From an optimization exercise on the open Yosys and OpenROAD flow, aimed at small area and a short achievable clock period; shortcuts taken in it are not production practice.
No functional check of the RTL was part of this run.
Power and IR drop assume default switching activity.

**design/flow/config.mk**
```make
export PLATFORM = sky130hd
export DESIGN_NAME = complex
export DESIGN_NICKNAME = complex
export VERILOG_FILES = /design/flow/design.v
export SDC_FILE = /design/flow/constraint.sdc
export NUM_CORES = 4
export LEC_CHECK = 0
export CAP_MARGIN = 20
export CORE_MARGIN = 2
export CORE_UTILIZATION = 40
export CTS_BUF_LIST = sky130_fd_sc_hd__clkbuf_8
export CTS_CLUSTER_DIAMETER = 200
export CTS_CLUSTER_SIZE = 32
export PLACE_DENSITY = 0.6
export SETUP_SLACK_MARGIN = 4.4
export SLEW_MARGIN = 20
export SYNTH_HIERARCHICAL = 1
```
**design/flow/constraint.sdc**
```tcl
create_clock -name core_clock -period 10.0 [get_ports {clk}]
set_input_delay 2.0000 -clock core_clock [delete_from_list [all_inputs] [get_ports {clk}]]
set_output_delay 2.0000 -clock core_clock [all_outputs]
set_load 0.01 [all_outputs]
```
**design/flow/design.v**
```verilog
module HA(input a, input b, output s, output co);
  assign s = a ^ b;
  assign co = a & b;
endmodule
module HAN(input a, input b, output s, output co);
  assign s = ~(a ^ b);
  OR2 o (a, b, co);
endmodule
module OR2(input a, input b, output y);
  assign y = a | b;
endmodule
module FA(input a, input b, input c, output s, output co);
  assign s = a ^ b ^ c;
  assign co = (a & b) | (a & c) | (b & c);
endmodule
module FA1(input a, input b, output s, output co);
  assign s = ~(a ^ b);
  OR2 o (a, b, co);
endmodule
module G_NAND2(input a, input b, output y);
  assign y = ~(a & b);
endmodule
module G_NOR2(input a, input b, output y);
  assign y = ~(a | b);
endmodule
module G_XOR2(input a, input b, output y);
  assign y = a ^ b;
endmodule
module G_XNOR2(input a, input b, output y);
  assign y = ~(a ^ b);
endmodule
module G_INV(input a, output y);
  assign y = ~a;
endmodule
module G_AOI21(input a1, input a2, input b1, output y);
  assign y = ~((a1 & a2) | b1);
endmodule
module G_OAI21(input a1, input a2, input b1, output y);
  assign y = ~((a1 | a2) & b1);
endmodule
module complex(clk, a0, a1, b0, b1, im, re);
  input clk;
  input [7:0] a0, a1, b0, b1;
  output reg [15:0] im, re;
  wire [15:0] re_d, im_d;
  wire rs1;
  wire rc2;
  wire rs3;
  wire rc4;
  wire rs5;
  wire rc6;
  wire rs7;
  wire rc8;
  wire rs9;
  wire rc10;
  wire rs11;
  wire rc12;
  wire rs13;
  wire rc14;
  wire rs15;
  wire rc16;
  wire rs17;
  wire rc18;
  wire rs19;
  wire rc20;
  wire rs21;
  wire rc22;
  wire rs23;
  wire rc24;
  wire rs25;
  wire rc26;
  wire rs27;
  wire rc28;
  wire rs29;
  wire rc30;
  wire rs31;
  wire rc32;
  wire rs33;
  wire rc34;
  wire rs35;
  wire rc36;
  wire rs37;
  wire rc38;
  wire rs39;
  wire rc40;
  wire rs41;
  wire rc42;
  wire rs43;
  wire rc44;
  wire rs45;
  wire rc46;
  wire rs47;
  wire rc48;
  wire rs49;
  wire rc50;
  wire rs51;
  wire rc52;
  wire rs53;
  wire rc54;
  wire rs55;
  wire rc56;
  wire rs57;
  wire rc58;
  wire rs59;
  wire rc60;
  wire rs61;
  wire rc62;
  wire rs63;
  wire rc64;
  wire rn65;
  wire rs66;
  wire rc67;
  wire rs68;
  wire rc69;
  wire rs70;
  wire rc71;
  wire rs72;
  wire rc73;
  wire rs74;
  wire rc75;
  wire rs76;
  wire rc77;
  wire rs78;
  wire rc79;
  wire rs80;
  wire rc81;
  wire rs82;
  wire rc83;
  wire rs84;
  wire rc85;
  wire rs86;
  wire rc87;
  wire rs88;
  wire rc89;
  wire rs90;
  wire rc91;
  wire rs92;
  wire rc93;
  wire rs94;
  wire rc95;
  wire rs96;
  wire rc97;
  wire rs98;
  wire rc99;
  wire rs100;
  wire rc101;
  wire rs102;
  wire rc103;
  wire rs104;
  wire rc105;
  wire rs106;
  wire rc107;
  wire rs108;
  wire rc109;
  wire rs110;
  wire rc111;
  wire rs112;
  wire rc113;
  wire rs114;
  wire rc115;
  wire rs116;
  wire rc117;
  wire rs118;
  wire rc119;
  wire rs120;
  wire rc121;
  wire rn122;
  wire rs123;
  wire rc124;
  wire rs125;
  wire rc126;
  wire rs127;
  wire rc128;
  wire rs129;
  wire rc130;
  wire rs131;
  wire rc132;
  wire rs133;
  wire rc134;
  wire rs135;
  wire rc136;
  wire rs137;
  wire rc138;
  wire rs139;
  wire rc140;
  wire rs141;
  wire rc142;
  wire rs143;
  wire rc144;
  wire rs145;
  wire rc146;
  wire rs147;
  wire rc148;
  wire rs149;
  wire rc150;
  wire rs151;
  wire rc152;
  wire rs153;
  wire rc154;
  wire rs155;
  wire rc156;
  wire rs157;
  wire rc158;
  wire rs159;
  wire rc160;
  wire rs161;
  wire rc162;
  wire rs163;
  wire rc164;
  wire rs165;
  wire rc166;
  wire rs167;
  wire rc168;
  wire rs169;
  wire rc170;
  wire rs171;
  wire rc172;
  wire rs173;
  wire rc174;
  wire rs175;
  wire rc176;
  wire rs177;
  wire rc178;
  wire rs179;
  wire rc180;
  wire rs181;
  wire rc182;
  wire rs183;
  wire rc184;
  wire rs185;
  wire rc186;
  wire rs187;
  wire rc188;
  wire rs189;
  wire rc190;
  wire rs191;
  wire rc192;
  wire rs193;
  wire rc194;
  wire rs195;
  wire rc196;
  wire rs197;
  wire rc198;
  wire rs199;
  wire rc200;
  wire rs201;
  wire rc202;
  wire rs203;
  wire rc204;
  wire rs205;
  wire rc206;
  wire rs207;
  wire rc208;
  wire rs209;
  wire rc210;
  wire rs211;
  wire rc212;
  wire rs213;
  wire rc214;
  wire rs215;
  wire rc216;
  wire rs217;
  wire rc218;
  wire rs219;
  wire rc220;
  wire rs221;
  wire rc222;
  wire rs223;
  wire rc224;
  wire rs225;
  wire rc226;
  wire rars227;
  wire rarc228;
  wire rars229;
  wire rarc230;
  wire rars231;
  wire rarc232;
  wire rars233;
  wire rarc234;
  wire rars235;
  wire rarc236;
  wire rars237;
  wire rarc238;
  wire rars239;
  wire rarc240;
  wire rapw241;
  wire ragw242;
  wire ratw243;
  wire rapw244;
  wire ragw245;
  wire ratw246;
  wire rapw247;
  wire ragw248;
  wire ratw249;
  wire rapw250;
  wire ragw251;
  wire ratw252;
  wire rapw253;
  wire ragw254;
  wire ratw255;
  wire rapw256;
  wire ragw257;
  wire ratw258;
  wire rapw259;
  wire ragw260;
  wire ratw261;
  wire rapw262;
  wire ragw263;
  wire ratw264;
  wire rapw265;
  wire raiw266;
  wire raxw267;
  wire raxw268;
  wire rayw269;
  wire raxw270;
  wire rayw271;
  wire raxw272;
  wire rayw273;
  wire raiw274;
  wire raxw275;
  wire raxw276;
  wire raiw277;
  wire raiw278;
  wire raxw279;
  wire rayw280;
  wire raxw281;
  wire rayw282;
  wire raxw283;
  wire raiw284;
  wire raxw285;
  wire raxw286;
  wire raxw287;
  wire raiw288;
  wire raxw289;
  wire rasw290;
  wire rasw291;
  wire rasw292;
  wire rasw293;
  wire rasw294;
  wire rasw295;
  wire rasw296;
  wire rasw297;
  wire rasw298;
  wire is299;
  wire ic300;
  wire is301;
  wire ic302;
  wire is303;
  wire ic304;
  wire is305;
  wire ic306;
  wire is307;
  wire ic308;
  wire is309;
  wire ic310;
  wire is311;
  wire ic312;
  wire is313;
  wire ic314;
  wire is315;
  wire ic316;
  wire is317;
  wire ic318;
  wire is319;
  wire ic320;
  wire is321;
  wire ic322;
  wire is323;
  wire ic324;
  wire is325;
  wire ic326;
  wire is327;
  wire ic328;
  wire is329;
  wire ic330;
  wire is331;
  wire ic332;
  wire is333;
  wire ic334;
  wire is335;
  wire ic336;
  wire is337;
  wire ic338;
  wire is339;
  wire ic340;
  wire is341;
  wire ic342;
  wire is343;
  wire ic344;
  wire is345;
  wire ic346;
  wire is347;
  wire ic348;
  wire is349;
  wire ic350;
  wire is351;
  wire ic352;
  wire is353;
  wire ic354;
  wire is355;
  wire ic356;
  wire is357;
  wire ic358;
  wire is359;
  wire ic360;
  wire is361;
  wire ic362;
  wire is363;
  wire ic364;
  wire is365;
  wire ic366;
  wire is367;
  wire ic368;
  wire is369;
  wire ic370;
  wire is371;
  wire ic372;
  wire is373;
  wire ic374;
  wire is375;
  wire ic376;
  wire is377;
  wire ic378;
  wire is379;
  wire ic380;
  wire is381;
  wire ic382;
  wire is383;
  wire ic384;
  wire is385;
  wire ic386;
  wire is387;
  wire ic388;
  wire is389;
  wire ic390;
  wire is391;
  wire ic392;
  wire is393;
  wire ic394;
  wire is395;
  wire ic396;
  wire is397;
  wire ic398;
  wire is399;
  wire ic400;
  wire is401;
  wire ic402;
  wire is403;
  wire ic404;
  wire is405;
  wire ic406;
  wire is407;
  wire ic408;
  wire is409;
  wire ic410;
  wire is411;
  wire ic412;
  wire is413;
  wire ic414;
  wire is415;
  wire ic416;
  wire is417;
  wire ic418;
  wire is419;
  wire ic420;
  wire is421;
  wire ic422;
  wire is423;
  wire ic424;
  wire is425;
  wire ic426;
  wire is427;
  wire ic428;
  wire is429;
  wire ic430;
  wire is431;
  wire ic432;
  wire is433;
  wire ic434;
  wire is435;
  wire ic436;
  wire is437;
  wire ic438;
  wire is439;
  wire ic440;
  wire is441;
  wire ic442;
  wire is443;
  wire ic444;
  wire is445;
  wire ic446;
  wire is447;
  wire ic448;
  wire is449;
  wire ic450;
  wire is451;
  wire ic452;
  wire is453;
  wire ic454;
  wire is455;
  wire ic456;
  wire is457;
  wire ic458;
  wire is459;
  wire ic460;
  wire is461;
  wire ic462;
  wire is463;
  wire ic464;
  wire is465;
  wire ic466;
  wire is467;
  wire ic468;
  wire is469;
  wire ic470;
  wire is471;
  wire ic472;
  wire is473;
  wire ic474;
  wire is475;
  wire ic476;
  wire is477;
  wire ic478;
  wire is479;
  wire ic480;
  wire is481;
  wire ic482;
  wire is483;
  wire ic484;
  wire is485;
  wire ic486;
  wire is487;
  wire ic488;
  wire is489;
  wire ic490;
  wire is491;
  wire ic492;
  wire is493;
  wire ic494;
  wire is495;
  wire ic496;
  wire is497;
  wire ic498;
  wire is499;
  wire ic500;
  wire is501;
  wire ic502;
  wire is503;
  wire ic504;
  wire is505;
  wire ic506;
  wire is507;
  wire ic508;
  wire iasw509;
  wire iarw510;
  wire iars511;
  wire iarc512;
  wire iaow513;
  wire iars514;
  wire iarc515;
  wire iaow516;
  wire iars517;
  wire iarc518;
  wire iaow519;
  wire iars520;
  wire iarc521;
  wire iaow522;
  wire iars523;
  wire iarc524;
  wire iaow525;
  wire iars526;
  wire iarc527;
  wire iaow528;
  wire iapw529;
  wire iagw530;
  wire iatw531;
  wire iapw532;
  wire iagw533;
  wire iatw534;
  wire iapw535;
  wire iagw536;
  wire iatw537;
  wire iapw538;
  wire iagw539;
  wire iatw540;
  wire iapw541;
  wire iagw542;
  wire iatw543;
  wire iapw544;
  wire iagw545;
  wire iatw546;
  wire iapw547;
  wire iagw548;
  wire iatw549;
  wire iapw550;
  wire iagw551;
  wire iatw552;
  wire iapw553;
  wire iaiw554;
  wire iaxw555;
  wire iaxw556;
  wire iayw557;
  wire iaxw558;
  wire iayw559;
  wire iaxw560;
  wire iayw561;
  wire iaiw562;
  wire iaxw563;
  wire iaxw564;
  wire iaiw565;
  wire iaiw566;
  wire iaxw567;
  wire iayw568;
  wire iaxw569;
  wire iayw570;
  wire iaxw571;
  wire iaiw572;
  wire iaxw573;
  wire iaxw574;
  wire iaxw575;
  wire iaiw576;
  wire iaxw577;
  wire iasw578;
  wire iasw579;
  wire iasw580;
  wire iasw581;
  wire iasw582;
  wire iasw583;
  wire iasw584;
  wire iasw585;
  wire iasw586;
  FA1 ru2 ((a0[0] & b0[6]), (a0[1] & b0[5]), rs1, rc2);
  FA1 ru4 ((a0[0] & b0[7]), (a0[1] & b0[6]), rs3, rc4);
  FA ru6 ((a0[2] & b0[5]), (a0[3] & b0[4]), (a0[4] & b0[3]), rs5, rc6);
  HA ru8 ((a0[5] & b0[2]), (a0[6] & b0[1]), rs7, rc8);
  FA1 ru10 ((a0[1] & b0[7]), (a0[2] & b0[6]), rs9, rc10);
  FA ru12 ((a0[3] & b0[5]), (a0[4] & b0[4]), (a0[5] & b0[3]), rs11, rc12);
  HA ru14 ((a0[6] & b0[2]), (a0[7] & b0[1]), rs13, rc14);
  FA ru16 ((a0[2] & b0[7]), (a0[3] & b0[6]), (a0[4] & b0[5]), rs15, rc16);
  FA1 ru18 ((a0[0] & b0[4]), (a0[1] & b0[3]), rs17, rc18);
  FA1 ru20 ((a0[0] & b0[5]), (a0[1] & b0[4]), rs19, rc20);
  FA ru22 ((a0[2] & b0[3]), (a0[3] & b0[2]), (a0[4] & b0[1]), rs21, rc22);
  HA ru24 ((a0[5] & b0[0]), ~(a1[0] & b1[5]), rs23, rc24);
  FA ru26 ((a0[2] & b0[4]), (a0[3] & b0[3]), (a0[4] & b0[2]), rs25, rc26);
  FA ru28 ((a0[5] & b0[1]), (a0[6] & b0[0]), ~(a1[0] & b1[6]), rs27, rc28);
  FA ru30 (~(a1[1] & b1[5]), ~(a1[2] & b1[4]), ~(a1[3] & b1[3]), rs29, rc30);
  HA ru32 (~(a1[4] & b1[2]), ~(a1[5] & b1[1]), rs31, rc32);
  FA ru34 ((a0[7] & b0[0]), ~(a1[0] & b1[7]), ~(a1[1] & b1[6]), rs33, rc34);
  FA ru36 (~(a1[2] & b1[5]), ~(a1[3] & b1[4]), ~(a1[4] & b1[3]), rs35, rc36);
  FA ru38 (~(a1[5] & b1[2]), ~(a1[6] & b1[1]), ~(a1[7] & b1[0]), rs37, rc38);
  FA ru40 (rc2, rs3, rs7, rs39, rc40);
  FA ru42 (~(a1[1] & b1[7]), ~(a1[2] & b1[6]), ~(a1[3] & b1[5]), rs41, rc42);
  FA ru44 (~(a1[4] & b1[4]), ~(a1[5] & b1[3]), ~(a1[6] & b1[2]), rs43, rc44);
  FA ru46 (~(a1[7] & b1[1]), rc4, rc8, rs45, rc46);
  FA ru48 (rs9, rs13, rc6, rs47, rc48);
  FA ru50 ((a0[5] & b0[4]), (a0[6] & b0[3]), (a0[7] & b0[2]), rs49, rc50);
  FA ru52 (~(a1[2] & b1[7]), ~(a1[3] & b1[6]), ~(a1[4] & b1[5]), rs51, rc52);
  FA ru54 (~(a1[5] & b1[4]), ~(a1[6] & b1[3]), ~(a1[7] & b1[2]), rs53, rc54);
  FA ru56 (rc10, rc14, rc12, rs55, rc56);
  FA ru58 ((a0[3] & b0[7]), (a0[4] & b0[6]), (a0[5] & b0[5]), rs57, rc58);
  FA ru60 ((a0[6] & b0[4]), (a0[7] & b0[3]), ~(a1[3] & b1[7]), rs59, rc60);
  FA ru62 (~(a1[4] & b1[6]), ~(a1[5] & b1[5]), ~(a1[6] & b1[4]), rs61, rc62);
  FA ru64 ((a0[4] & b0[7]), (a0[5] & b0[6]), (a0[6] & b0[5]), rs63, rc64);
  assign rn65 = ~(a0[0] & b0[2]);
  FA1 ru67 ((a0[0] & b0[3]), (a0[1] & b0[2]), rs66, rc67);
  FA ru69 ((a0[2] & b0[1]), (a0[3] & b0[0]), ~(a1[0] & b1[3]), rs68, rc69);
  FA ru71 ((a0[2] & b0[2]), (a0[3] & b0[1]), (a0[4] & b0[0]), rs70, rc71);
  FA ru73 (~(a1[0] & b1[4]), ~(a1[1] & b1[3]), ~(a1[2] & b1[2]), rs72, rc73);
  HA ru75 (~(a1[3] & b1[1]), ~(a1[4] & b1[0]), rs74, rc75);
  FA ru77 (~(a1[1] & b1[4]), ~(a1[2] & b1[3]), ~(a1[3] & b1[2]), rs76, rc77);
  FA ru79 (~(a1[4] & b1[1]), ~(a1[5] & b1[0]), rc18, rs78, rc79);
  FA ru81 (rs19, rs23, rc75, rs80, rc81);
  FA ru83 (~(a1[6] & b1[0]), rc20, rs1, rs82, rc83);
  FA ru85 (rc24, rs31, rc22, rs84, rc85);
  FA ru87 (rc77, rs25, rs27, rs86, rc87);
  FA ru89 (rc32, rc26, rc28, rs88, rc89);
  FA ru91 (rc30, rs5, rs33, rs90, rc91);
  FA ru93 (rs35, rs37, rc83, rs92, rc93);
  FA ru95 (rc34, rc36, rc38, rs94, rc95);
  FA ru97 (rs11, rs41, rs43, rs96, rc97);
  FA ru99 (rc40, rs45, rc89, rs98, rc99);
  FA ru101 (rc42, rc44, rs15, rs100, rc101);
  FA ru103 (rs49, rs51, rs53, rs102, rc103);
  FA ru105 (rc46, rc48, rc95, rs104, rc105);
  FA ru107 (~(a1[7] & b1[3]), rc16, rc50, rs106, rc107);
  FA ru109 (rc52, rc54, rs57, rs108, rc109);
  FA ru111 (rs59, rs61, rc56, rs110, rc111);
  FA ru113 ((a0[7] & b0[4]), ~(a1[4] & b1[7]), ~(a1[5] & b1[6]), rs112, rc113);
  FA ru115 (~(a1[6] & b1[5]), ~(a1[7] & b1[4]), rc58, rs114, rc115);
  FA ru117 (rc60, rc62, rs63, rs116, rc117);
  FA ru119 ((a0[5] & b0[7]), (a0[6] & b0[6]), (a0[7] & b0[5]), rs118, rc119);
  FA ru121 (~(a1[5] & b1[7]), ~(a1[6] & b1[6]), ~(a1[7] & b1[5]), rs120, rc121);
  assign rn122 = ~(a0[0] & b0[1]);
  FA ru124 ((a0[1] & b0[1]), (a0[2] & b0[0]), ~(a1[0] & b1[2]), rs123, rc124);
  HA ru126 (~(a1[1] & b1[1]), ~(a1[2] & b1[0]), rs125, rc126);
  FA ru128 (~(a1[1] & b1[2]), ~(a1[2] & b1[1]), ~(a1[3] & b1[0]), rs127, rc128);
  FA ru130 ((a0[0] & b0[2]), rs66, rc126, rs129, rc130);
  FA ru132 (rc67, rs17, rs74, rs131, rc132);
  FA ru134 (rc69, rc128, rs70, rs133, rc134);
  FA ru136 (rc71, rc73, rs21, rs135, rc136);
  FA ru138 (rs76, rs78, rc132, rs137, rc138);
  FA ru140 (rs29, rc79, rc81, rs139, rc140);
  FA ru142 (rs82, rs84, rc136, rs141, rc142);
  FA ru144 (rs39, rc85, rc87, rs143, rc144);
  FA ru146 (rs88, rs90, rc140, rs145, rc146);
  FA ru148 (rs47, rc91, rs94, rs147, rc148);
  FA ru150 (rs96, rc93, rs98, rs149, rc150);
  FA ru152 (rs55, rc97, rs100, rs151, rc152);
  FA ru154 (rs102, rc99, rs104, rs153, rc154);
  FA ru156 (rc101, rc103, rs106, rs155, rc156);
  FA ru158 (rs108, rc105, rs110, rs157, rc158);
  FA ru160 (rs112, rc107, rc109, rs159, rc160);
  FA ru162 (rs114, rs116, rc111, rs161, rc162);
  FA ru164 (rc64, rc113, rs118, rs163, rc164);
  FA ru166 (rs120, rc115, rc117, rs165, rc166);
  FA ru168 ((a0[6] & b0[7]), (a0[7] & b0[6]), ~(a1[6] & b1[7]), rs167, rc168);
  FA ru170 (~(a1[7] & b1[6]), rc119, rc121, rs169, rc170);
  HA ru172 ((a0[1] & b0[0]), ~(a1[0] & b1[1]), rs171, rc172);
  FA ru174 ((a0[0] & b0[1]), rn65, rs125, rs173, rc174);
  FA ru176 (rc124, rs68, rs127, rs175, rc176);
  FA ru178 (rs72, rc130, rs131, rs177, rc178);
  FA ru180 (rs80, rc134, rs135, rs179, rc180);
  FA ru182 (rs86, rc138, rs139, rs181, rc182);
  FA ru184 (rs92, rc142, rs143, rs183, rc184);
  FA ru186 (rc144, rs147, rc146, rs185, rc186);
  FA ru188 (rc148, rs151, rc150, rs187, rc188);
  FA ru190 (rc152, rs155, rc154, rs189, rc190);
  FA ru192 (rc156, rs159, rc158, rs191, rc192);
  FA ru194 (rs163, rc160, rs165, rs193, rc194);
  FA ru196 (rs167, rc164, rs169, rs195, rc196);
  FA ru198 ((a0[7] & b0[7]), ~(a1[7] & b1[7]), rc168, rs197, rc198);
  HA ru200 (~(a1[1] & b1[0]), rn122, rs199, rc200);
  FA ru202 (rc172, rc200, rs123, rs201, rc202);
  FA ru204 (rc174, rs129, rc202, rs203, rc204);
  FA ru206 (rc176, rs133, rs177, rs205, rc206);
  FA ru208 (rs137, rc178, rs179, rs207, rc208);
  FA ru210 (rs141, rc180, rs181, rs209, rc210);
  FA ru212 (rc182, rs145, rs183, rs211, rc212);
  FA ru214 (rs149, rc184, rs185, rs213, rc214);
  FA ru216 (rs153, rc186, rs187, rs215, rc216);
  FA ru218 (rs157, rc188, rs189, rs217, rc218);
  FA ru220 (rs161, rc190, rs191, rs219, rc220);
  FA ru222 (rc162, rs193, rc192, rs221, rc222);
  FA ru224 (rc166, rs195, rc194, rs223, rc224);
  FA ru226 (rc170, rs197, rc196, rs225, rc226);
  FA1 raru228 ((a0[0] & b0[0]), ~(a1[0] & b1[0]), rars227, rarc228);
  FA raru230 (rs171, rs199, rarc228, rars229, rarc230);
  FA raru232 (rs173, rs201, rarc230, rars231, rarc232);
  FA raru234 (rs175, rs203, rarc232, rars233, rarc234);
  FA raru236 (rc204, rs205, rarc234, rars235, rarc236);
  FA raru238 (rc206, rs207, rarc236, rars237, rarc238);
  FA raru240 (rc208, rs209, rarc238, rars239, rarc240);
  G_XOR2 rapu241 (rc210, rs211, rapw241);
  G_NAND2 ragu242 (rc210, rs211, ragw242);
  G_NOR2 ratu243 (rc210, rs211, ratw243);
  G_XOR2 rapu244 (rc212, rs213, rapw244);
  G_NAND2 ragu245 (rc212, rs213, ragw245);
  G_NOR2 ratu246 (rc212, rs213, ratw246);
  G_XOR2 rapu247 (rc214, rs215, rapw247);
  G_NAND2 ragu248 (rc214, rs215, ragw248);
  G_NOR2 ratu249 (rc214, rs215, ratw249);
  G_XOR2 rapu250 (rc216, rs217, rapw250);
  G_NAND2 ragu251 (rc216, rs217, ragw251);
  G_NOR2 ratu252 (rc216, rs217, ratw252);
  G_XOR2 rapu253 (rc218, rs219, rapw253);
  G_NAND2 ragu254 (rc218, rs219, ragw254);
  G_NOR2 ratu255 (rc218, rs219, ratw255);
  G_XOR2 rapu256 (rc220, rs221, rapw256);
  G_NAND2 ragu257 (rc220, rs221, ragw257);
  G_NOR2 ratu258 (rc220, rs221, ratw258);
  G_XOR2 rapu259 (rc222, rs223, rapw259);
  G_NAND2 ragu260 (rc222, rs223, ragw260);
  G_NOR2 ratu261 (rc222, rs223, ratw261);
  G_XOR2 rapu262 (rc224, rs225, rapw262);
  G_NAND2 ragu263 (rc224, rs225, ragw263);
  G_NOR2 ratu264 (rc224, rs225, ratw264);
  G_XOR2 rapu265 (rc198, rc226, rapw265);
  G_INV raiu266 (rarc240, raiw266);
  G_OAI21 raxu267 (ratw243, raiw266, ragw242, raxw267);
  G_OAI21 raxu268 (ratw249, ragw245, ragw248, raxw268);
  G_NOR2 rayu269 (ratw249, ratw246, rayw269);
  G_OAI21 raxu270 (ratw255, ragw251, ragw254, raxw270);
  G_NOR2 rayu271 (ratw255, ratw252, rayw271);
  G_OAI21 raxu272 (ratw261, ragw257, ragw260, raxw272);
  G_NOR2 rayu273 (ratw261, ratw258, rayw273);
  G_INV raiu274 (raxw267, raiw274);
  G_OAI21 raxu275 (ratw246, raiw274, ragw245, raxw275);
  G_AOI21 raxu276 (rayw269, raxw267, raxw268, raxw276);
  G_INV raiu277 (raxw270, raiw277);
  G_INV raiu278 (rayw271, raiw278);
  G_OAI21 raxu279 (ratw258, raiw277, ragw257, raxw279);
  G_NOR2 rayu280 (ratw258, raiw278, rayw280);
  G_AOI21 raxu281 (rayw273, raxw270, raxw272, raxw281);
  G_NAND2 rayu282 (rayw273, rayw271, rayw282);
  G_OAI21 raxu283 (ratw252, raxw276, ragw251, raxw283);
  G_INV raiu284 (raxw276, raiw284);
  G_AOI21 raxu285 (rayw271, raiw284, raxw270, raxw285);
  G_AOI21 raxu286 (rayw280, raiw284, raxw279, raxw286);
  G_OAI21 raxu287 (rayw282, raxw276, raxw281, raxw287);
  G_INV raiu288 (raxw287, raiw288);
  G_OAI21 raxu289 (ratw264, raiw288, ragw263, raxw289);
  G_XOR2 rasu290 (rapw241, rarc240, rasw290);
  G_XOR2 rasu291 (rapw244, raxw267, rasw291);
  G_XOR2 rasu292 (rapw247, raxw275, rasw292);
  G_XNOR2 rasu293 (rapw250, raxw276, rasw293);
  G_XOR2 rasu294 (rapw253, raxw283, rasw294);
  G_XNOR2 rasu295 (rapw256, raxw285, rasw295);
  G_XNOR2 rasu296 (rapw259, raxw286, rasw296);
  G_XOR2 rasu297 (rapw262, raxw287, rasw297);
  G_XOR2 rasu298 (rapw265, raxw289, rasw298);
  HAN iu300 (~(a0[0] & b1[6]), ~(a0[1] & b1[5]), is299, ic300);
  FA iu302 (~(a0[0] & b1[7]), ~(a0[1] & b1[6]), ~(a0[2] & b1[5]), is301, ic302);
  FA iu304 (~(a0[3] & b1[4]), ~(a0[4] & b1[3]), ~(a0[5] & b1[2]), is303, ic304);
  FA iu306 (~(a0[1] & b1[7]), ~(a0[2] & b1[6]), ~(a0[3] & b1[5]), is305, ic306);
  HAN iu308 (~(a0[4] & b1[4]), ~(a0[5] & b1[3]), is307, ic308);
  HAN iu310 (~(a0[2] & b1[7]), ~(a0[3] & b1[6]), is309, ic310);
  HAN iu312 (~(a0[0] & b1[4]), ~(a0[1] & b1[3]), is311, ic312);
  FA iu314 (~(a0[0] & b1[5]), ~(a0[1] & b1[4]), ~(a0[2] & b1[3]), is313, ic314);
  FA iu316 (~(a0[3] & b1[2]), ~(a0[4] & b1[1]), ~(a0[5] & b1[0]), is315, ic316);
  FA iu318 (~(a0[2] & b1[4]), ~(a0[3] & b1[3]), ~(a0[4] & b1[2]), is317, ic318);
  FA iu320 (~(a0[5] & b1[1]), ~(a0[6] & b1[0]), ~(a1[0] & b0[6]), is319, ic320);
  FA iu322 (~(a1[1] & b0[5]), ~(a1[2] & b0[4]), ~(a1[3] & b0[3]), is321, ic322);
  FA iu324 (~(a0[6] & b1[1]), ~(a0[7] & b1[0]), ~(a1[0] & b0[7]), is323, ic324);
  FA iu326 (~(a1[1] & b0[6]), ~(a1[2] & b0[5]), ~(a1[3] & b0[4]), is325, ic326);
  FA iu328 (~(a1[4] & b0[3]), ~(a1[5] & b0[2]), ~(a1[6] & b0[1]), is327, ic328);
  HAN iu330 (~(a1[7] & b0[0]), ic300, is329, ic330);
  FA iu332 (~(a0[6] & b1[2]), ~(a0[7] & b1[1]), ~(a1[1] & b0[7]), is331, ic332);
  FA iu334 (~(a1[2] & b0[6]), ~(a1[3] & b0[5]), ~(a1[4] & b0[4]), is333, ic334);
  FA iu336 (~(a1[5] & b0[3]), ~(a1[6] & b0[2]), ~(a1[7] & b0[1]), is335, ic336);
  FA iu338 (is307, ic302, ic304, is337, ic338);
  FA iu340 (~(a0[4] & b1[5]), ~(a0[5] & b1[4]), ~(a0[6] & b1[3]), is339, ic340);
  FA iu342 (~(a0[7] & b1[2]), ~(a1[2] & b0[7]), ~(a1[3] & b0[6]), is341, ic342);
  FA iu344 (~(a1[4] & b0[5]), ~(a1[5] & b0[4]), ~(a1[6] & b0[3]), is343, ic344);
  FA iu346 (~(a1[7] & b0[2]), ic308, is309, is345, ic346);
  FA iu348 (~(a0[3] & b1[7]), ~(a0[4] & b1[6]), ~(a0[5] & b1[5]), is347, ic348);
  FA iu350 (~(a0[6] & b1[4]), ~(a0[7] & b1[3]), ~(a1[3] & b0[7]), is349, ic350);
  FA iu352 (~(a1[4] & b0[6]), ~(a1[5] & b0[5]), ~(a1[6] & b0[4]), is351, ic352);
  FA iu354 (~(a0[4] & b1[7]), ~(a0[5] & b1[6]), ~(a0[6] & b1[5]), is353, ic354);
  FA iu356 (~(a0[0] & b1[3]), ~(a0[1] & b1[2]), ~(a0[2] & b1[1]), is355, ic356);
  FA iu358 (~(a0[2] & b1[2]), ~(a0[3] & b1[1]), ~(a0[4] & b1[0]), is357, ic358);
  FA iu360 (~(a1[0] & b0[4]), ~(a1[1] & b0[3]), ~(a1[2] & b0[2]), is359, ic360);
  FA iu362 (~(a1[0] & b0[5]), ~(a1[1] & b0[4]), ~(a1[2] & b0[3]), is361, ic362);
  FA iu364 (~(a1[3] & b0[2]), ~(a1[4] & b0[1]), ~(a1[5] & b0[0]), is363, ic364);
  HAN iu366 (ic312, ic358, is365, ic366);
  FA iu368 (~(a1[4] & b0[2]), ~(a1[5] & b0[1]), ~(a1[6] & b0[0]), is367, ic368);
  FA iu370 (is299, ic314, ic316, is369, ic370);
  FA iu372 (ic362, ic364, is317, is371, ic372);
  FA iu374 (ic318, ic320, ic322, is373, ic374);
  FA iu376 (ic368, is301, is303, is375, ic376);
  FA iu378 (is323, is325, is327, is377, ic378);
  FA iu380 (ic324, ic326, ic328, is379, ic380);
  FA iu382 (is305, is331, is333, is381, ic382);
  FA iu384 (is335, ic330, ic374, is383, ic384);
  FA iu386 (ic306, ic332, ic334, is385, ic386);
  FA iu388 (ic336, is339, is341, is387, ic388);
  FA iu390 (is343, is345, ic338, is389, ic390);
  FA iu392 (~(a1[7] & b0[3]), ic310, ic340, is391, ic392);
  FA iu394 (ic342, ic344, is347, is393, ic394);
  FA iu396 (is349, is351, ic346, is395, ic396);
  FA iu398 (~(a0[7] & b1[4]), ~(a1[4] & b0[7]), ~(a1[5] & b0[6]), is397, ic398);
  FA iu400 (~(a1[6] & b0[5]), ~(a1[7] & b0[4]), ic348, is399, ic400);
  FA iu402 (ic350, ic352, is353, is401, ic402);
  FA iu404 (~(a0[5] & b1[7]), ~(a0[6] & b1[6]), ~(a0[7] & b1[5]), is403, ic404);
  FA iu406 (~(a1[5] & b0[7]), ~(a1[6] & b0[6]), ~(a1[7] & b0[5]), is405, ic406);
  FA iu408 (~(a0[0] & b1[2]), ~(a0[1] & b1[1]), ~(a0[2] & b1[0]), is407, ic408);
  FA iu410 (~(a0[3] & b1[0]), ~(a1[0] & b0[3]), ~(a1[1] & b0[2]), is409, ic410);
  HAN iu412 (~(a1[2] & b0[1]), ~(a1[3] & b0[0]), is411, ic412);
  FA iu414 (~(a1[3] & b0[1]), ~(a1[4] & b0[0]), is311, is413, ic414);
  FA iu416 (ic412, ic356, ic410, is415, ic416);
  FA iu418 (ic360, is313, is315, is417, ic418);
  FA iu420 (is361, is363, is365, is419, ic420);
  FA iu422 (is319, is321, is367, is421, ic422);
  FA iu424 (ic366, is369, ic418, is423, ic424);
  FA iu426 (is329, ic370, ic372, is425, ic426);
  FA iu428 (is373, ic422, is375, is427, ic428);
  FA iu430 (is337, ic376, ic378, is429, ic430);
  FA iu432 (is379, is381, is383, is431, ic432);
  FA iu434 (ic380, ic382, is385, is433, ic434);
  FA iu436 (is387, ic384, is389, is435, ic436);
  FA iu438 (ic386, ic388, is391, is437, ic438);
  FA iu440 (is393, is395, ic390, is439, ic440);
  FA iu442 (is397, ic392, ic394, is441, ic442);
  FA iu444 (is399, is401, ic396, is443, ic444);
  FA iu446 (ic354, ic398, is403, is445, ic446);
  FA iu448 (is405, ic400, ic402, is447, ic448);
  FA iu450 (~(a0[6] & b1[7]), ~(a0[7] & b1[6]), ~(a1[6] & b0[7]), is449, ic450);
  FA iu452 (~(a1[7] & b0[6]), ic404, ic406, is451, ic452);
  HAN iu454 (~(a0[0] & b1[1]), ~(a0[1] & b1[0]), is453, ic454);
  FA iu456 (~(a1[0] & b0[2]), ~(a1[1] & b0[1]), ~(a1[2] & b0[0]), is455, ic456);
  FA iu458 (is411, ic408, ic456, is457, ic458);
  FA iu460 (is357, is359, is413, is459, ic460);
  FA iu462 (ic414, ic416, is417, is461, ic462);
  FA iu464 (is371, is421, ic420, is463, ic464);
  FA iu466 (is377, ic424, is425, is465, ic466);
  FA iu468 (ic426, ic428, is429, is467, ic468);
  FA iu470 (ic430, is433, ic432, is469, ic470);
  FA iu472 (ic434, is437, ic436, is471, ic472);
  FA iu474 (ic438, is441, is443, is473, ic474);
  FA iu476 (is445, ic442, is447, is475, ic476);
  FA iu478 (is449, ic446, is451, is477, ic478);
  FA iu480 (~(a0[7] & b1[7]), ~(a1[7] & b0[7]), ic450, is479, ic480);
  HAN iu482 (~(a1[0] & b0[1]), ~(a1[1] & b0[0]), is481, ic482);
  FA iu484 (ic454, ic482, is407, is483, ic484);
  FA iu486 (is355, is409, is457, is485, ic486);
  FA iu488 (ic458, is415, is459, is487, ic488);
  FA iu490 (is419, ic460, is461, is489, ic490);
  FA iu492 (is423, ic462, is463, is491, ic492);
  FA iu494 (is427, ic464, is465, is493, ic494);
  FA iu496 (is431, ic466, is467, is495, ic496);
  FA iu498 (is435, ic468, is469, is497, ic498);
  FA iu500 (is439, ic470, is471, is499, ic500);
  FA iu502 (ic440, is473, ic472, is501, ic502);
  FA iu504 (ic444, is475, ic474, is503, ic504);
  FA iu506 (ic448, is477, ic476, is505, ic506);
  FA iu508 (ic452, is479, ic478, is507, ic508);
  G_XOR2 iasu509 (~(a0[0] & b1[0]), ~(a1[0] & b0[0]), iasw509);
  OR2 iaru510 (~(a0[0] & b1[0]), ~(a1[0] & b0[0]), iarw510);
  FA iaru512 (is453, is481, iarw510, iars511, iarc512);
  G_INV iaou513 (iars511, iaow513);
  FA iaru515 (is455, is483, iarc512, iars514, iarc515);
  G_INV iaou516 (iars514, iaow516);
  FA iaru518 (ic484, is485, iarc515, iars517, iarc518);
  G_INV iaou519 (iars517, iaow519);
  FA iaru521 (ic486, is487, iarc518, iars520, iarc521);
  G_INV iaou522 (iars520, iaow522);
  FA iaru524 (ic488, is489, iarc521, iars523, iarc524);
  G_INV iaou525 (iars523, iaow525);
  FA iaru527 (ic490, is491, iarc524, iars526, iarc527);
  G_INV iaou528 (iars526, iaow528);
  G_XOR2 iapu529 (ic492, is493, iapw529);
  G_NAND2 iagu530 (ic492, is493, iagw530);
  G_NOR2 iatu531 (ic492, is493, iatw531);
  G_XOR2 iapu532 (ic494, is495, iapw532);
  G_NAND2 iagu533 (ic494, is495, iagw533);
  G_NOR2 iatu534 (ic494, is495, iatw534);
  G_XOR2 iapu535 (ic496, is497, iapw535);
  G_NAND2 iagu536 (ic496, is497, iagw536);
  G_NOR2 iatu537 (ic496, is497, iatw537);
  G_XOR2 iapu538 (ic498, is499, iapw538);
  G_NAND2 iagu539 (ic498, is499, iagw539);
  G_NOR2 iatu540 (ic498, is499, iatw540);
  G_XOR2 iapu541 (ic500, is501, iapw541);
  G_NAND2 iagu542 (ic500, is501, iagw542);
  G_NOR2 iatu543 (ic500, is501, iatw543);
  G_XOR2 iapu544 (ic502, is503, iapw544);
  G_NAND2 iagu545 (ic502, is503, iagw545);
  G_NOR2 iatu546 (ic502, is503, iatw546);
  G_XOR2 iapu547 (ic504, is505, iapw547);
  G_NAND2 iagu548 (ic504, is505, iagw548);
  G_NOR2 iatu549 (ic504, is505, iatw549);
  G_XOR2 iapu550 (ic506, is507, iapw550);
  G_NAND2 iagu551 (ic506, is507, iagw551);
  G_NOR2 iatu552 (ic506, is507, iatw552);
  G_XOR2 iapu553 (ic480, ic508, iapw553);
  G_INV iaiu554 (iarc527, iaiw554);
  G_AOI21 iaxu555 (iagw530, iaiw554, iatw531, iaxw555);
  G_AOI21 iaxu556 (iagw536, iatw534, iatw537, iaxw556);
  G_NAND2 iayu557 (iagw536, iagw533, iayw557);
  G_AOI21 iaxu558 (iagw542, iatw540, iatw543, iaxw558);
  G_NAND2 iayu559 (iagw542, iagw539, iayw559);
  G_AOI21 iaxu560 (iagw548, iatw546, iatw549, iaxw560);
  G_NAND2 iayu561 (iagw548, iagw545, iayw561);
  G_INV iaiu562 (iaxw555, iaiw562);
  G_AOI21 iaxu563 (iagw533, iaiw562, iatw534, iaxw563);
  G_OAI21 iaxu564 (iayw557, iaxw555, iaxw556, iaxw564);
  G_INV iaiu565 (iaxw558, iaiw565);
  G_INV iaiu566 (iayw559, iaiw566);
  G_AOI21 iaxu567 (iagw545, iaiw565, iatw546, iaxw567);
  G_NAND2 iayu568 (iagw545, iaiw566, iayw568);
  G_OAI21 iaxu569 (iayw561, iaxw558, iaxw560, iaxw569);
  G_NOR2 iayu570 (iayw561, iayw559, iayw570);
  G_AOI21 iaxu571 (iagw539, iaxw564, iatw540, iaxw571);
  G_INV iaiu572 (iaxw564, iaiw572);
  G_OAI21 iaxu573 (iayw559, iaiw572, iaxw558, iaxw573);
  G_OAI21 iaxu574 (iayw568, iaiw572, iaxw567, iaxw574);
  G_AOI21 iaxu575 (iayw570, iaxw564, iaxw569, iaxw575);
  G_INV iaiu576 (iaxw575, iaiw576);
  G_AOI21 iaxu577 (iagw551, iaiw576, iatw552, iaxw577);
  G_XNOR2 iasu578 (iapw529, iarc527, iasw578);
  G_XNOR2 iasu579 (iapw532, iaxw555, iasw579);
  G_XNOR2 iasu580 (iapw535, iaxw563, iasw580);
  G_XOR2 iasu581 (iapw538, iaxw564, iasw581);
  G_XNOR2 iasu582 (iapw541, iaxw571, iasw582);
  G_XOR2 iasu583 (iapw544, iaxw573, iasw583);
  G_XOR2 iasu584 (iapw547, iaxw574, iasw584);
  G_XNOR2 iasu585 (iapw550, iaxw575, iasw585);
  G_XNOR2 iasu586 (iapw553, iaxw577, iasw586);
  assign re_d[0] = rars227;
  assign re_d[1] = rars229;
  assign re_d[2] = rars231;
  assign re_d[3] = rars233;
  assign re_d[4] = rars235;
  assign re_d[5] = rars237;
  assign re_d[6] = rars239;
  assign re_d[7] = rasw290;
  assign re_d[8] = rasw291;
  assign re_d[9] = rasw292;
  assign re_d[10] = rasw293;
  assign re_d[11] = rasw294;
  assign re_d[12] = rasw295;
  assign re_d[13] = rasw296;
  assign re_d[14] = rasw297;
  assign re_d[15] = rasw298;
  assign im_d[0] = iasw509;
  assign im_d[1] = iaow513;
  assign im_d[2] = iaow516;
  assign im_d[3] = iaow519;
  assign im_d[4] = iaow522;
  assign im_d[5] = iaow525;
  assign im_d[6] = iaow528;
  assign im_d[7] = iasw578;
  assign im_d[8] = iasw579;
  assign im_d[9] = iasw580;
  assign im_d[10] = iasw581;
  assign im_d[11] = iasw582;
  assign im_d[12] = iasw583;
  assign im_d[13] = iasw584;
  assign im_d[14] = iasw585;
  assign im_d[15] = iasw586;
  always @(posedge clk) begin
    re <= re_d;
    im <= im_d;
  end
endmodule
```
**design/flow/flow/run.sh**
```bash
#!/bin/bash
set -o pipefail
export BUFFER_PORTS_ARGS="-buffer_cell sky130_fd_sc_hd__buf_1"
cp standard.sh standard_sh.txt 2>/dev/null
bash standard.sh > standard.log 2>&1
```
**design/flow/standard.sh**
```bash
#!/bin/bash
# synth_recipe.tcl (not shown) runs the flow's synth.tcl, then flattens the netlist and writes it again
# the make line also repeats each setting of config.mk as NAME=value (left out here)
make -C /OpenROAD-flow-scripts/flow DESIGN_CONFIG=/design/flow/config.mk WORK_HOME=/design/flow/orfs CLKGATE_MAP_FILE= SYNTH_SCRIPT=/design/flow/synth_recipe.tcl "${@:-finish}"
```
==> impl_metrics.ini <==
[grt]
gr-usage-met3_pct = 2.34
grt_util_met2_pct = 31.0
grt_overflow = 0
grt_pass1_wl_mm = 27.8
grt.total_usage_pct = 18.0
antenna_found_initial = 0
first_global_vias = 5406
grtUsageMet1_pct = 24.9
busiest_layer = met2
grt_max_degree = 19

[worst_setup_path]
critPathRequiredTime_ns = 10.24
crit_top_cell = fa_1
cpPeakStageDelay_ns = 0.58
end_kind = register
path_class = in -> reg
critical-path-top-delay-family = adder cells
slowest_stage = fa_2
crit_path_max_fanout = 16
setup.worst_path.start_class = input port
path_depth = 15
cp.arrival_ns = 5.88
critPathBufInv = 2
crit_chain = buf_4 -> and2_1 -> fa_1 -> fa_1 -> fa_1 -> fa_1 -> fa_1 -> fa_2 -> nor2_2 -> nor2_2 -> nand2_1 -> o21ai_2 -> inv_1 -> o21ai_1 -> xor2_1

[placement]
place_area_um2 = 7660
gp_congestion = 0.776
port_buffers = 64
dpl.hpwl_mm = 11.9
dpl_worst_slack_ns = 3.36

[clocking]
tritoncts = yes
cts_sinks = 32
clk_pin_slew_worst_paths_ns = 0.07
clk_path_buf_depth = 2
cts-htree-levels = 2
cts_made_buffers = 5
clockRootBuffer = clkbuf_8

[status]
status = no timing/DRC/antenna violations

[synthesis]
yosys.area.top_type = fa_1
ys_types = 15
syn-cell-area_um2 = 7330
avgSynthCellArea_um2 = 10.4
yosysSeqAreaShare_pct = 8.74
yosysMostFrequentCell = nand2_1
synth_area_leaders = fa_1 (56%), nand2_1 (11%), dfxtp_1 (8.7%)
synth_cells = 708
yosysWarnings = 7
netlist.area_leader.share_pct = 56.2
async_flop_share_pct = 0
ys_top_cells_by_count = nand2_1 (215), fa_1 (206), and2_1 (64)
yosys_register_bits = 32
dominantRegCellSynth = dfxtp_1
synth-edff-count = 0
syn-num-nets = 955

[die]
fp.dieW_um = 139
core.rowCount = 49
start_util_pct = 40.8
io-pin-count = 65
fp.coreArea_um2 = 18000
die_h_um = 139
die_area_um2 = 19400

[route]
dr.pass1.iters = 5
ant_nets = 0
drc_errors = 0
viasPerCell = 5.07
wl_per_cell_um = 16.4
vias = 5022
wl_mm = 16.2
dr.first_iter.drc_count = 212

[pwr]
p_leak_uw = 0.00313
comb_power_share_pct = 87.0
p_switching_uw = 1350
vdd_drop_max_mv = 0.255
p_int_uw = 1480
clock_power_share_pct = 3.9
pwr_density_cell_nw_per_um2 = 339
p_sw_share_pct = 47.7
pwr-share-seq_pct = 9.1

[final_layout]
antenna_cells = 0
final_nets = 1007
fill_cells = 1736
drive_gt1_share_pct = 19.3
syn2layout_area_growth_pct = 13.8
fin_area_um2 = 8350

[timing]
slew_viol_final = 0
rsz0062_at_grt = true
finalCriticalPeriod_ns = 5.63
finalSetupViolCount = 0
tightest_slew_ns = 0.243
setup_slack_ns = 4.37
max-slew-margin-rel_pct = 83.7
hold_viol_final = 0
hold_slack_ns = 2.04
finalSetupTns_ns = 0
fin_crit_sh_pct = 56.3
max_freq_mhz = 177

[worst_hold_path]
hold_class = in -> reg
whs_path_depth = 3

[flow_run]
max-cap-violations = 0
registers in the layout (all words and copies together) (netlist names):
register  flops
re           16
im           16
power by group through the flow:
stage	clock, µW	combinational [µW]	sequential [µW]
after floorplan	0	1860	293
after global placement	0	2200	261
after detailed placement	0	2240	261
after CTS	119	2350	258
after global routing	125	2790	263
final	111	2460	256
Yosys stat by module, one instance, submodules excluded, excerpt:
module / cells / flops+latches / times used
complex: 338 / 32 / 1
HA: 1 / 0 / 8
OR2: 1 / 0 / 17
G_OAI21: 1 / 0 / 13
G_NAND2: 1 / 0 / 21
G_INV: 1 / 0 / 18
per-stage QoR:
stage / util (%) / cells / power (µW)
after floorplan: - / 708 / 2150
after global placement: 42.7 / 957 / 2460
after detailed placement: 42.7 / 957 / 2500
after CTS: 44.9 / 973 / 2730
after global routing: 46.5 / 990 / 3180
final: 46.5 / 990 / 2830
worst min-delay path, delay by kind of cell:
kind | cells | cell delay (ns)
buffers and inverters | 1 | 0.13
AND/OR/NAND/NOR | 1 | 0.09
XOR/XNOR | 1 | 0.07
layout by cell type, fill, tap and decap left out:
cell / n
clkbuf_8: 6
buf_2: 1
and2_1: 53
inv_1: 16
and2_4: 11
xnor2_1: 24
buf_6: 19
nor2_2: 5
nor2_1: 16
o21ai_1: 6
clkbuf_2: 1
nand2_4: 2
o21ai_2: 5
or2_1: 17
buf_4: 24
buf_12: 2
inv_2: 4
buf_1: 34
xnor2_4: 1
nand2_1: 208
fa_2: 33
xor2_1: 28
a21oi_4: 2
o21ai_4: 2
a21oi_2: 11
fa_1: 173
buf_16: 1
ha_1: 7
dfxtp_1: 32
ha_4: 1
buf_8: 11
nand2_2: 5
final timing paths:
kind | to | start
min | im[0] | a0[0]
max | re[15] | b0[5]
area by class of cell:
cell class | instances | area [µm²] | area share (%)
multi-input cells | 610 | 6500 | 77.8
inverters | 18 | 67.6 | 0.809
flip-flops and latches | 32 | 641 | 7.68
repair buffers | 93 | 764 | 9.16
well taps | 229 | 287 | 3.43
clock inverters | 2 | 7.51 | 0.0899
clock buffers | 6 | 82.6 | 0.989
per-layer routing:
layer  vias to the layer above  part of all wire (%)
met4                         0                   1.1
li1                       2201                     -
met3                        15                   5.3
met5                         -                     0
met1                      2653                    42
met2                       153                    51
cell families (layout without fill, tap and decap cells):
kind of cell    after synthesis  after routing  synth area share (%)
simple gates                317            317                  19.0
fa+ha+maj                   214            214                  57.6
buf+inv                      66            119                  5.90
xor+xnor                     53             53                  6.33
flops                        32             32                  8.74
compound gates               26             26                  2.44
what timing repair did:
action,CTS,global route
cloned,1,1
resized for setup,125,41
hold buffers,0,0
setup buffers,7,16
endpoints found under the setup margin,20,10
pin swaps,24,18

-- afterwards: timing with drivers on the ports --
In the flow no input, the clock included, has a driving cell. The finished layout below was timed again as built, in two steps. Step 1 assumes that a clkbuf_16 drives the clock port and a buf_2 every other input. Step 2 moves the port delays by t, midway between the first and last clock arrival at a register: inputs arrive t later, outputs are due t later. That takes back most of the time a late clock gives input paths. Slacks: ideal / step 1 / step 2; pairs: ideal / step 1.
t (ns): 0.341
slack for setup (ns): 4.366 / 4.377 / 4.036
latest minus earliest clock arrival (ns): 0.007 / 0.007
slew at the worst register clock pin (ns): 0.08 / 0.08
worst slew at a driven data input, ns: 0.09
After both steps setup and hold are still met in this run. For this run, drivers alone change the setup slack by +0.011 ns; drivers and shift together by -0.330 ns.
